This is an optimization exercise on Yosys and OpenROAD, whose aim is small area and a short achievable clock period, not a production implementation.
At most, simulation tests tie the RTL to the original design; equivalence was not proved.
Power and IR drop assume default switching activity.

job 862:
==> flow/design.v (excerpt) <==
module float_copro
   (
    input  logic        clk,
    input  logic        copro_valid,
    input  logic        copro_accept,
    input  logic [10:0] copro_opcode,
    input  logic [31:0] copro_op0,
    input  logic [31:0] copro_op1,
    output logic        copro_complete,
    output logic [31:0] copro_result
    );
Size: ~1500 cells after synthesis, roughly 15000 um^2 of cells after synthesis.
==> flow/config.mk <==
export PLATFORM = sky130hd
export DESIGN_NAME = float_copro
export DESIGN_NICKNAME = float_copro
export VERILOG_FILES = /design/flow/design.v
export SDC_FILE = /design/flow/constraint.sdc
export NUM_CORES = 4
export LEC_CHECK = 0
export CAP_MARGIN = 20
export CORE_MARGIN = 2
export CORE_UTILIZATION = 65
export SLEW_MARGIN = 20
==> flow/constraint.sdc <==
create_clock -name core_clock -period 14.0 [get_ports {clk}]
set_input_delay 2.8000 -clock core_clock [delete_from_list [all_inputs] [get_ports {clk}]]
set_output_delay 2.8000 -clock core_clock [all_outputs]
set_load 0.01 [all_outputs]
standard.sh (not shown) runs the stock make flow with config.mk's settings and CLKGATE_MAP_FILE= SYNTH_SCRIPT=/design/flow/synth_recipe.tcl, a recipe that flattens the netlist after the stock synthesis.
==> flow/flow/run.sh <==
#!/bin/bash
# Standard ORFS layout (the standard.sh) with these changes:
#  - after the standard synthesis, flow/fixinv.py removes the inverters that
#    Yosys's full-adder extraction leaves between adder cells (it flips the
#    polarity of adder cells, which are self-dual), and the netlist is loaded
#    from the result;
#  - then flow/ksadd.py replaces the gates that add the upper result bits in
#    stage 2 (from the hs_r/hc_r propagate/generate registers and cy_r) by a
#    Kogge-Stone adder (kept only if Yosys proves the two netlists
#    equivalent);
#  - ports are buffered with buf_1 cells (the standard flow picks a larger
#    delay cell); the resizer still sizes them up where timing needs it;
set -euo pipefail
MARGIN=${MARGIN:-9.7}
SPLIT=21      # S of gen/gen.py: result bits below it come from lo_r
R=orfs/results/$FLOW_PLATFORM/float_copro/base
bash standard.sh synth > log_synth.txt 2>&1
cp $R/1_2_yosys.v $R/1_2_yosys_orig.v
python3 flow/fixinv.py $R/1_2_yosys_orig.v $R/1_2_yosys_fixinv.v > log_fixinv.txt 2>&1
python3 flow/xorbal.py $R/1_2_yosys_fixinv.v $R/1_2_yosys_xorbal.v > log_xorbal.txt 2>&1
python3 flow/ksadd.py $R/1_2_yosys_xorbal.v $R/1_2_yosys_ksadd.v $SPLIT > log_ksadd.txt 2>&1
# keep the Kogge-Stone netlist only if Yosys proves it equivalent to the one before
LIB=$FLOW_HOME/platforms/$FLOW_PLATFORM/lib/sky130_fd_sc_hd__tt_025C_1v80.lib
cat > eq_ksadd.ys <<EOT
read_liberty -overwrite -ignore_miss_func $LIB
read_verilog $R/1_2_yosys_xorbal.v
rename float_copro gold
read_verilog $R/1_2_yosys_ksadd.v
rename float_copro gate
flatten gold gate
opt_clean
equiv_make gold gate eq
hierarchy -top eq
equiv_simple -seq 1
equiv_status -assert
EOT
if $FLOW_HOME/../tools/install/yosys/bin/yosys -q -s eq_ksadd.ys > log_eq_ksadd.txt 2>&1; then
  cp $R/1_2_yosys_ksadd.v $R/1_2_yosys.v
else
  echo "ksadd netlist not proved equivalent; using the one before" >> log_eq_ksadd.txt
  cp $R/1_2_yosys_xorbal.v $R/1_2_yosys.v
fi
rm -f $R/1_synth.odb $R/1_synth.sdc
bash standard.sh synth > log_synth_odb.txt 2>&1
for step in floorplan place cts route finish; do
  bash standard.sh SETUP_SLACK_MARGIN=$MARGIN \
    "BUFFER_PORTS_ARGS=-buffer_cell sky130_fd_sc_hd__buf_1" $step > log_$step.txt 2>&1
done
Other scripts of this flow, unchanged in this note and not shown: flow/flow/fixinv.py, flow/flow/ksadd.py, flow/flow/xorbal.py
#### Input delta (job 6172 over job 862)
diff --git a/flow/flow/run.sh b/flow/flow/run.sh
--- a/flow/flow/run.sh
+++ b/flow/flow/run.sh
@@ -14 +14 @@
-MARGIN=${MARGIN:-9.7}
+MARGIN=${MARGIN:-9.5}
--- outcome ---
Against job 862, job 6172 reports a clock power that is higher. Job 862 -> job 6172: total wire length decreased by a few percent. Re number of iterations in the first detailed-routing pass: job 6172 is 3 up on job 862. Looking at share of the clock period used by the worst path, job 6172 sits 0.53 points above job 862. Compared with job 862, job 6172 shows global-route usage lower by 0.68 points. Job 6172 vs job 862: largest driver fanout on the critical path up in job 6172. The layout clock buffer count number comes out lower for job 6172 vs job 862. Delta (job 6172 minus job 862): fmax down about 1.7%; register-to-register slack went down 200 ps. Diff job 862..job 6172 | reported max-cap violation count | negligible.

* * *

v12:
float_copro, a different RTL version from the one above (not shown whole).
==> flow/config.mk <==
export PLATFORM = sky130hd
export DESIGN_NAME = float_copro
export DESIGN_NICKNAME = float_copro
export VERILOG_FILES = /design/flow/design.v
export SDC_FILE = /design/flow/constraint.sdc
export NUM_CORES = 4
export LEC_CHECK = 0
export CAP_MARGIN = 20
export CORE_MARGIN = 2
export CORE_UTILIZATION = 65
export SLEW_MARGIN = 20
==> flow/constraint.sdc <==
create_clock -name core_clock -period 14.0 [get_ports {clk}]
set_input_delay 2.8000 -clock core_clock [delete_from_list [all_inputs] [get_ports {clk}]]
set_output_delay 2.8000 -clock core_clock [all_outputs]
set_load 0.01 [all_outputs]
==> flow/flow/run.sh <==
#!/bin/bash
# Standard ORFS layout (the standard.sh) with these changes:
#  - after the standard synthesis, flow/fixinv.py removes the inverters that
#    Yosys's full-adder extraction leaves between adder cells (it flips the
#    polarity of adder cells, which are self-dual), and the netlist is loaded
#    from the result;
#  - ports are buffered with buf_1 cells (the standard flow picks a larger
#    delay cell); the resizer still sizes them up where timing needs it;
set -euo pipefail
MARGIN=${MARGIN:-9.0}
R=orfs/results/$FLOW_PLATFORM/float_copro/base
bash standard.sh synth > log_synth.txt 2>&1
cp $R/1_2_yosys.v $R/1_2_yosys_orig.v
python3 flow/fixinv.py $R/1_2_yosys_orig.v $R/1_2_yosys_fixinv.v > log_fixinv.txt 2>&1
python3 flow/xorbal.py $R/1_2_yosys_fixinv.v $R/1_2_yosys.v > log_xorbal.txt 2>&1
rm -f $R/1_synth.odb $R/1_synth.sdc
bash standard.sh synth > log_synth_odb.txt 2>&1
for step in floorplan place cts route finish; do
  bash standard.sh SETUP_SLACK_MARGIN=$MARGIN \
    "BUFFER_PORTS_ARGS=-buffer_cell sky130_fd_sc_hd__buf_1" $step > log_$step.txt 2>&1
done
==> flow/flow/xorbal.py <==
#!/usr/bin/env python3
"""Rebalance xor trees in a gate netlist by estimated arrival time.

ABC sees the logic between full-adder cells with every input arriving at the
same time, so the parity of the top product column (an xor of many adder
outputs) often has its latest inputs at the bottom of the tree.  This pass
finds every tree of xor2/xnor2/xor3/xnor3 cells (each inner cell feeding only
the next one), estimates when each leaf signal arrives with a coarse delay
model, and rebuilds the tree from xor2 cells, always joining the two earliest
signals (an xnor2 at the root when the parity is inverted).
Usage: xorbal.py IN.v OUT.v"""
import re, sys

LIB = "sky130_fd_sc_hd__"
OUTPINS = {"X", "Y", "Q", "Q_N", "COUT", "SUM", "HI", "LO"}

src = open(sys.argv[1]).read()
m = re.search(r"^\s*" + LIB, src, re.M)
head, body = src[:m.start()], src[m.start():]
end = body.rindex("endmodule")
tail, body = body[end:], body[:end]
inst_re = re.compile(r"\s*(" + LIB + r"\w+)\s+(\S+)\s*\((.*?)\);\s*", re.S)
pin_re = re.compile(r"\.(\w+)\(\s*(.*?)\s*\)\s*(?:,|$)", re.S)
cells, order = {}, []
pos = 0
while pos < len(body):
    mm = inst_re.match(body, pos)
    if not mm:
        if body[pos:].strip():
            sys.exit("unparsed netlist text: " + body[pos:pos + 200])
        break
    typ, name, pins = mm.groups()
    cells[name] = [typ, {p: n.strip() for p, n in pin_re.findall(pins.strip())}]
    order.append(name)
    pos = mm.end()
ports = set()
for mo in re.finditer(r"^\s*(?:output|input)\s+(\[\d+:\d+\]\s*)?(\S+)\s*;", head, re.M):
    rng, nm = mo.groups()
    if rng:
        a, b = map(int, re.findall(r"\d+", rng))
        ports.update(f"{nm}[{i}]" for i in range(min(a, b), max(a, b) + 1))
    ports.add(nm)

def base(c):
    return re.sub(r"_\d+$", "", cells[c][0][len(LIB):])

XOR = {"xor2": (["A", "B"], "X", 0), "xnor2": (["A", "B"], "Y", 1),
       "xor3": (["A", "B", "C"], "X", 0), "xnor3": (["A", "B", "C"], "X", 1)}

def build():
    drv, lds = {}, {}
    for c, (t, pm) in cells.items():
        for p, n in pm.items():
            if p in OUTPINS:
                drv[n] = (c, p)
            else:
                lds.setdefault(n, []).append((c, p))
    return drv, lds
drv, lds = build()

DELAY = {"fa": {"SUM": 0.5, "COUT": 0.42}, "ha": {"SUM": 0.3, "COUT": 0.25},
         "dfxtp": {"Q": 0.4}, "xor2": 0.2, "xnor2": 0.2, "xor3": 0.35, "xnor3": 0.35,
         "inv": 0.07, "buf": 0.15, "clkbuf": 0.15}
memo = {}
def arrival(n, depth=0):
    if n in memo:
        return memo[n]
    d = drv.get(n)
    if d is None or depth > 400:
        return 0.0
    c, p = d
    b = base(c)
    dl = DELAY.get(b, 0.2)
    if isinstance(dl, dict):
        dl = dl.get(p, 0.3)
    dl += 0.02 * len(lds.get(n, []))
    if b.startswith("dfxtp") or b.startswith("dfrtp"):
        t = dl
    else:
        t = dl + max([arrival(x, depth + 1) for q, x in cells[c][1].items()
                      if q not in OUTPINS] + [0.0])
    memo[n] = t
    return t

def is_x(c):
    return c in cells and base(c) in XOR

def inner(c):
    """c is an inner node: its output feeds exactly one load, an xor cell."""
    out = cells[c][1][XOR[base(c)][1]]
    l = lds.get(out, [])
    return out not in ports and len(l) == 1 and is_x(l[0][0])

sys.setrecursionlimit(10000)
for n in list(drv):
    arrival(n)
roots = [c for c in order if is_x(c) and not inner(c)]
newid = [0]
new_wires = []
changed = 0
for r in roots:
    leaves, parity, members = [], 0, []
    stack = [r]
    while stack:
        c = stack.pop()
        members.append(c)
        ins, out, inv = XOR[base(c)]
        parity ^= inv
        for p in ins:
            n = cells[c][1][p]
            d = drv.get(n)
            if d and is_x(d[0]) and inner(d[0]) and d[0] not in members:
                stack.append(d[0])
            else:
                # an inverter in front of the tree only flips its parity
                while d and d[0] in cells and base(d[0]) in ("inv", "clkinv"):
                    n = cells[d[0]][1]["A"]
                    parity ^= 1
                    d = drv.get(n)
                leaves.append(n)
    if len(leaves) < 3:
        continue
    # equal leaves cancel
    cnt = {}
    for n in leaves:
        cnt[n] = cnt.get(n, 0) + 1
    leaves = [n for n in cnt for _ in range(cnt[n] % 2)]
    if len(leaves) < 2:
        continue
    items = sorted((arrival(n), n) for n in leaves)
    rout = cells[r][1][XOR[base(r)][1]]
    for c in members:
        del cells[c]
    while len(items) > 1:
        (t0, x), (t1, y) = items[0], items[1]
        items = items[2:]
        last = not items
        newid[0] += 1
        nm = f"_xorbal_{newid[0]}_"
        if last:
            o = rout
            typ = "xnor2_1" if parity else "xor2_1"
        else:
            o = f"_xorbal_n{newid[0]}_"
            new_wires.append(o)
            typ = "xor2_1"
        cells[nm] = [LIB + typ, {"A": x, "B": y, ("Y" if typ.startswith("xnor") else "X"): o}]
        order.append(nm)
        items.append((max(t0, t1) + 0.2, o))
        items.sort()
    changed += 1

# drop inverters left without loads
while True:
    drv, lds = build()
    dead = [c for c in cells if base(c) in ("inv", "clkinv")
            and not lds.get(cells[c][1]["Y"]) and cells[c][1]["Y"] not in ports]
    if not dead:
        break
    for c in dead:
        del cells[c]

out = [head]
for w in new_wires:
    out.append(f"  wire {w};\n")
for c in order:
    if c in cells:
        t, pm = cells[c]
        out.append(f"  {t} {c} (\n" + ",\n".join(
            f"    .{p}({n}{' ' if n.startswith(chr(92)) else ''})" for p, n in pm.items()) + "\n  );\n")
out.append(tail)
open(sys.argv[2], "w").write("".join(out))
print(f"xorbal: rebuilt {changed} xor trees", file=sys.stderr)
Other scripts of this flow, unchanged in this note and not shown: flow/flow/fixinv.py
Input-level comparison between v21 and v12:
--- a/flow/flow/run.sh
+++ b/flow/flow/run.sh
@@ -9,3 +9,3 @@
 set -euo pipefail
-MARGIN=${MARGIN:-9.0}
+MARGIN=${MARGIN:-7.8}
 R=orfs/results/$FLOW_PLATFORM/float_copro/base
--- a/flow/flow/xorbal.py
+++ b/flow/flow/xorbal.py
@@ -96,2 +96,3 @@
     arrival(n)
+QUANT = 0.8
 roots = [c for c in order if is_x(c) and not inner(c)]
@@ -129,3 +130,5 @@
         continue
-    items = sorted((arrival(n), n) for n in leaves)
+    # arrival estimates are coarse: quantize them so that leaves of about the
+    # same arrival are joined in balanced trees rather than chains
+    items = sorted((round(arrival(n) / QUANT) * QUANT, n) for n in leaves)
     rout = cells[r][1][XOR[base(r)][1]]
## What came out
- v21 completed every stage of the flow, and the final layout passed the timing, design-rule and antenna checks.
- Of v12 and v21, the run reporting the lower clock network fraction of total power was v12.
- Global routing met1 resource utilization: v21 < v12
- A last element of the critical path of hs_r[11]$_DFF_P_ is what v21 shows, while copro_result[31] belongs to v12.
- Combinational power: lower on v21
Input-level comparison between v10 and v21:
- CORE_UTILIZATION changed from 65 to 40
--- a/flow/flow/run.sh
+++ b/flow/flow/run.sh
@@ -9,3 +9,3 @@
 set -euo pipefail
-MARGIN=${MARGIN:-7.8}
+MARGIN=${MARGIN:-8.3}
 R=orfs/results/$FLOW_PLATFORM/float_copro/base
v10 ran to completion and came out clean on the timing, design-rule and antenna checks.
Effective utilization at floorplan, v21 and v10: smaller value in v10
Taking v21 as the reference, in v10 total routing usage reported by global routing went down; final non-filler cell area went up.
For v45, these inputs were changed with respect to v10:
--- a/flow/flow/run.sh
+++ b/flow/flow/run.sh
@@ -9,3 +9,3 @@
 set -euo pipefail
-MARGIN=${MARGIN:-8.3}
+MARGIN=${MARGIN:-9.0}
 R=orfs/results/$FLOW_PLATFORM/float_copro/base
--- a/flow/flow/xorbal.py
+++ b/flow/flow/xorbal.py
@@ -96,3 +96,2 @@
     arrival(n)
-QUANT = 0.8
 roots = [c for c in order if is_x(c) and not inner(c)]
@@ -130,5 +129,3 @@
         continue
-    # arrival estimates are coarse: quantize them so that leaves of about the
-    # same arrival are joined in balanced trees rather than chains
-    items = sorted((round(arrival(n) / QUANT) * QUANT, n) for n in leaves)
+    items = sorted((arrival(n), n) for n in leaves)
     rout = cells[r][1][XOR[base(r)][1]]
### Flow results
Diff v10 -> v45 | minimum clock period | decrease of 0.067 ns
Relative to v10, v45 degrades internal power.
Final cell area: v45 above v10
[v45] clock network power share fell 1.2 points relative to v10
Critical path's largest stage delay: v45 < v10
v45 vs v10 — transition at the pin with the smallest max-transition slack dropped 0.25 ns.
Function was not checked in any run of this note: the RTL went through the layout flow alone.

* * *

Another version of the RTL of float_copro (not shown whole).
Size in the first run: ~110 I/O pins, roughly 0.015 sq mm of cells after synthesis.
clock: 14.0 ns
lec_check: 0
cap_margin: 20
core_margin: 2
core_utilization: 40
slew_margin: 20
==> flow/flow/run.sh <==
#!/bin/bash
set -euo pipefail
MARGIN=${MARGIN:-9.5}
R=orfs/results/$FLOW_PLATFORM/float_copro/base
bash standard.sh synth > log_synth.txt 2>&1
python3 flow/fixinv.py $R/1_2_yosys.v $R/1_2_yosys_fixinv.v > log_fixinv.txt 2>&1
cp $R/1_2_yosys.v $R/1_2_yosys_orig.v
cp $R/1_2_yosys_fixinv.v $R/1_2_yosys.v
rm -f $R/1_synth.odb $R/1_synth.sdc
bash standard.sh synth > log_synth_odb.txt 2>&1
for step in floorplan place cts route finish; do
  bash standard.sh SETUP_SLACK_MARGIN=$MARGIN \
    "BUFFER_PORTS_ARGS=-buffer_cell sky130_fd_sc_hd__buf_1" $step > log_$step.txt 2>&1
done
Other scripts of this flow, unchanged in this note and not shown: flow/flow/fixinv.py
==> next run, changes <==
--- a/flow/flow/run.sh
+++ b/flow/flow/run.sh
@@ -3 +3 @@
-MARGIN=${MARGIN:-9.5}
+MARGIN=${MARGIN:-9.0}
After rerunning: The changed run passed the timing, design-rule and antenna checks; first-iteration DRC count is higher by roughly a tenth; area after synthesis stays the same; power decreases by a few percent.
No functional check of the RTL was part of any run of this note.

## separate check: timing with driven ports
No port has a modelled driver above. Below, the same layouts with a new extraction and two added sets of constraints.
Step 1 assumes that a clkbuf_16 drives the clock port and a buf_2 every other input.
Step 2 also shifts input and output timing later by t, the mid clock arrival at the registers, as if the neighbouring blocks saw the same clock.
Three values: no drivers, after step 1, after step 2; two values: the first two.
| run | t (ns) | setup WS [ns] | worst setup path after step 2 | worst register clock-pin slew, ns |
|---|---|---|---|---|
| job 862 | 0.483 | 9.562 / 9.512 / 9.526 | input to register | 0.08 / 0.08 |
| job 6172 | 0.487 | 9.487 / 9.487 / 9.487 | register to register | 0.08 / 0.08 |
| v12 | 0.473 | 8.590 / 8.540 / 8.708 | register to register | 0.07 / 0.07 |
| v21 | 0.472 | 8.098 / 8.086 / 8.098 | register to register | 0.07 / 0.07 |
| v10 | 0.481 | 8.455 / 8.438 / 8.455 | register to register | 0.07 / 0.07 |
| v45 | 0.493 | 8.522 / 8.468 / 8.824 | register to register | 0.07 / 0.07 |
| the first run of note 3 | 0.481 | 8.616 / 8.565 / 8.653 | register to register | 0.07 / 0.07 |
| the second run of note 3 | 0.492 | 8.621 / 8.596 / 8.621 | register to register | 0.07 / 0.07 |
After both steps every run listed still meets setup and hold. The setup slack of job 862, which loses most, moves by -0.050 ns with the drivers and by -0.036 ns with both steps.
